Background: an optimization exercise with open tools, aiming at small area and a short achievable clock period. Do not read the settings as production practice.
In this exercise RTL edits were held to simulation tests only and were not proved equivalent to the original.

## run 1
## sqrt_16s
module sqrt_16s (
    input         clk,
    input  [15:0] data_i,
    input         vld_i,
    output [15:0] data_o,
    output        vld_o
);
For scale: about 1400 cells after synthesis, ~290 flip-flops, ~35 I/O pins, roughly 12000 µm² of cells after synthesis.
export LEC_CHECK = 0
export ABC_AREA = 1
export CAP_MARGIN = 20
export CORE_MARGIN = 2
export CORE_UTILIZATION = 40
export SETUP_SLACK_MARGIN = 1.1
export SLEW_MARGIN = 20
create_clock -name core_clock -period 3.0 [get_ports {clk}]
standard.sh (not shown) runs the stock make flow with config.mk's settings and CLKGATE_MAP_FILE= SYNTH_SCRIPT=/design/flow/synth_recipe.tcl, a recipe that flattens the netlist after the stock synthesis.
==> flow/flow/run.sh <==
#!/bin/bash
bash standard.sh > standard.log 2>&1
The inputs of run 2 differ from those of run 1 as listed below.
- a change of SETUP_SLACK_MARGIN from 1.1 to 1.3
- an added CTS_BUF_LIST of sky130_fd_sc_hd__clkbuf_8
- an added CTS_CLUSTER_SIZE of 20
- an added CTS_CLUSTER_DIAMETER of 60
==> flow/run.sh (new file) <==
#!/bin/bash
# synth_recipe.tcl (not shown) runs the flow's synth.tcl, then flattens the netlist and writes it again
# the make line also repeats each setting of config.mk as NAME=value (left out here)
make -C /OpenROAD-flow-scripts/flow DESIGN_CONFIG=/design/flow/config.mk WORK_HOME=/design/flow/orfs CLKGATE_MAP_FILE= SYNTH_SCRIPT=/design/flow/synth_recipe.tcl finish
removed: flow/flow/run.sh
removed: flow/standard.sh
Run 2 | status: complete | timing, DRC, antenna: pass. Critical path endpoint = r_r6[1]: run 2; critical path endpoint = r_r8[1]: run 1. Looking at run 2 and run 1, the total global routing track utilization is a wash. Share of the clock period used by the worst path after layout ends up lower on run 2. Run 1 -> run 2: total overflow reported by the global router delta 0, exact match. Diff run 1 -> run 2: setup slack grew by 0.10 ns; routed wire length went up by 2800 µm; total vias in the final route increased 6.3%; non-clock buffer count increased by 68 relative to the old numbers. Diff run 2..run 1 | area of the core region | unchanged.
#### Input delta (run 3 over run 2)
- removing CTS_CLUSTER_DIAMETER (formerly 60)
- removing CTS_CLUSTER_SIZE (formerly 20)
- removing CTS_BUF_LIST (formerly sky130_fd_sc_hd__clkbuf_8)
- changing SETUP_SLACK_MARGIN from 1.3 to 1.2
==> flow/flow/run.sh (new file) <==
#!/bin/bash
# The standard layout, with buf_2 port buffers and a clock tree without dummy loads.
bash standard.sh \
  "BUFFER_PORTS_ARGS=-buffer_cell sky130_fd_sc_hd__buf_2" \
  "CTS_ARGS=-sink_clustering_enable -repair_clock_nets -dont_use_dummy_load -buf_list sky130_fd_sc_hd__clkbuf_8 -sink_clustering_size 20 -sink_clustering_max_diameter 60" \
  finish > standard.log 2>&1
==> flow/standard.sh (new file) <==
#!/bin/bash
# synth_recipe.tcl (not shown) runs the flow's synth.tcl, then flattens the netlist and writes it again
# the make line also repeats each setting of config.mk as NAME=value (left out here)
make -C /OpenROAD-flow-scripts/flow DESIGN_CONFIG=/design/flow/config.mk WORK_HOME=/design/flow/orfs CLKGATE_MAP_FILE= SYNTH_SCRIPT=/design/flow/synth_recipe.tcl "${@:-finish}"
removed: flow/run.sh
[summary]
Fraction of standard cell area that is sequential: run 3 vs run 2 up 4.3 points
Delta (run 3 minus run 2): maximum frequency shrank by about 5%, layout clock buffer count shrank by 6.
Compared run 3 against run 2; global-route usage within noise.
Per the comparison of run 3 with run 2, final cell count -4.1%; count of vias placed by the detailed router -about 5%; number of sequential storage elements ~0 delta.
On starting utilization of the core area, run 2 and run 3 are basically level.
Comparing run 2 and run 3, the lower depth of the critical timing path with buffers and inverters included was measured on run 3.
For run 4, these inputs were changed with respect to run 3:
- SETUP_SLACK_MARGIN changed from 1.2 to 1.4
==> flow/run.sh (new file) <==
#!/bin/bash
# synth_recipe.tcl (not shown) runs the flow's synth.tcl, then flattens the netlist and writes it again
# the make line also repeats each setting of config.mk as NAME=value (left out here)
make -C /OpenROAD-flow-scripts/flow DESIGN_CONFIG=/design/flow/config.mk WORK_HOME=/design/flow/orfs CLKGATE_MAP_FILE= SYNTH_SCRIPT=/design/flow/synth_recipe.tcl finish
removed: flow/flow/run.sh
removed: flow/standard.sh
[summary]
Global-route wire length before repair: higher on run 4
For routed wire length on met3, dividing the value from run 4 by the value from run 3 gives 1.07.
Diff run 3 -> run 4: data-path buffer share of cell area in the final layout has increased; maximum operating frequency has increased; portion of the layout cell area used by clock cells has increased; time the worst path needs with I/O delays and setup has decreased.
In the final design statistics, run 4 uses more standard cells in total than run 3.
--- input diff run 4..run 5 ---
- CTS_CLUSTER_DIAMETER now 60, previously not set
- SETUP_SLACK_MARGIN now 1.1, was 1.4
- CTS_CLUSTER_SIZE now 25, previously not set
- CTS_BUF_LIST now sky130_fd_sc_hd__clkbuf_8, previously not set
Results
- Compared with run 4, run 5 supports a lower clock frequency.
- Count of placed standard cells in the final layout, fillers left out: run 5 vs run 4 down 92
- Against run 4, run 5 comes in about 0.8% lower on number of ordinary inverters in the final layout.
- Every run (run 4 and run 5) finished clean.
- Higher largest net degree at the start of global routing was reported by run 5, not run 4.
- From run 5 to run 4, number of max-cap violations did not move at all.
#### Input delta (run 6 over run 5)
- CTS_CLUSTER_SIZE no longer set, was 25
- CTS_CLUSTER_DIAMETER no longer set, was 60
- CTS_BUF_LIST no longer set, was sky130_fd_sc_hd__clkbuf_8
[summary]
Run 6 finished every step from synthesis to the final layout, and the layout passed the timing, design-rule and antenna checks. Of run 6 and run 5, the higher multi-input logic portion of the cell area belongs to run 5. Run 5 → run 6: worst hold slack after final layout fell by 0.014 ns; sequential share of layout area fell by 1.2 points; first-iteration DRC count fell by 39; minimum clock period after layout fell by 0.0080 ns; overall global routing resource usage stayed essentially flat. From run 6 to run 5, number of port buffers did not move at all. Run 6 ends up with a worst setup slack that is 0.0080 ns higher than in run 5. Diff run 5 -> run 6 | final design area excluding fillers | up by a few percent.

[afterwards: timing with drivers on the ports]
Ports are ideal in the flow. The routed layouts listed here were re-timed in OpenROAD.
Step 1: set_driving_cell puts a clkbuf_16 on clk and a buf_2 on each other input, an assumption about the parent block.
Step 2 times the ports against the registers' clock, not the clock port: input delays grow and output delays shrink by t, the midpoint of the rising clock arrivals with the driver on.
Slacks: ideal ports / drivers / drivers and shift; pairs: ideal ports / drivers.
| run | t (ns) | slack for setup (ns) | slew at the worst register clock pin (ns) | worst data-port slew with drivers (ns) |
|---|---|---|---|---|
| run 1 | 0.583 | 1.240 / 1.240 / 0.791 | 0.06 / 0.06 | 0.03 |
| run 2 | 0.603 | 1.343 / 1.343 / 0.812 | 0.11 / 0.11 | 0.03 |
| run 3 | 0.576 | 1.254 / 1.254 / 1.254 | 0.11 / 0.11 | 0.04 |
| run 4 | 0.591 | 1.345 / 1.345 / 0.936 | 0.06 / 0.06 | 0.03 |
| run 5 | 0.603 | 1.232 / 1.216 / 0.809 | 0.12 / 0.12 | 0.03 |
| run 6 | 0.583 | 1.240 / 1.240 / 0.791 | 0.06 / 0.06 | 0.03 |
After both steps setup and hold are still met in every run listed. The setup slack of run 2, which loses most, moves by 0.000 ns with the drivers and by -0.531 ns with both steps.
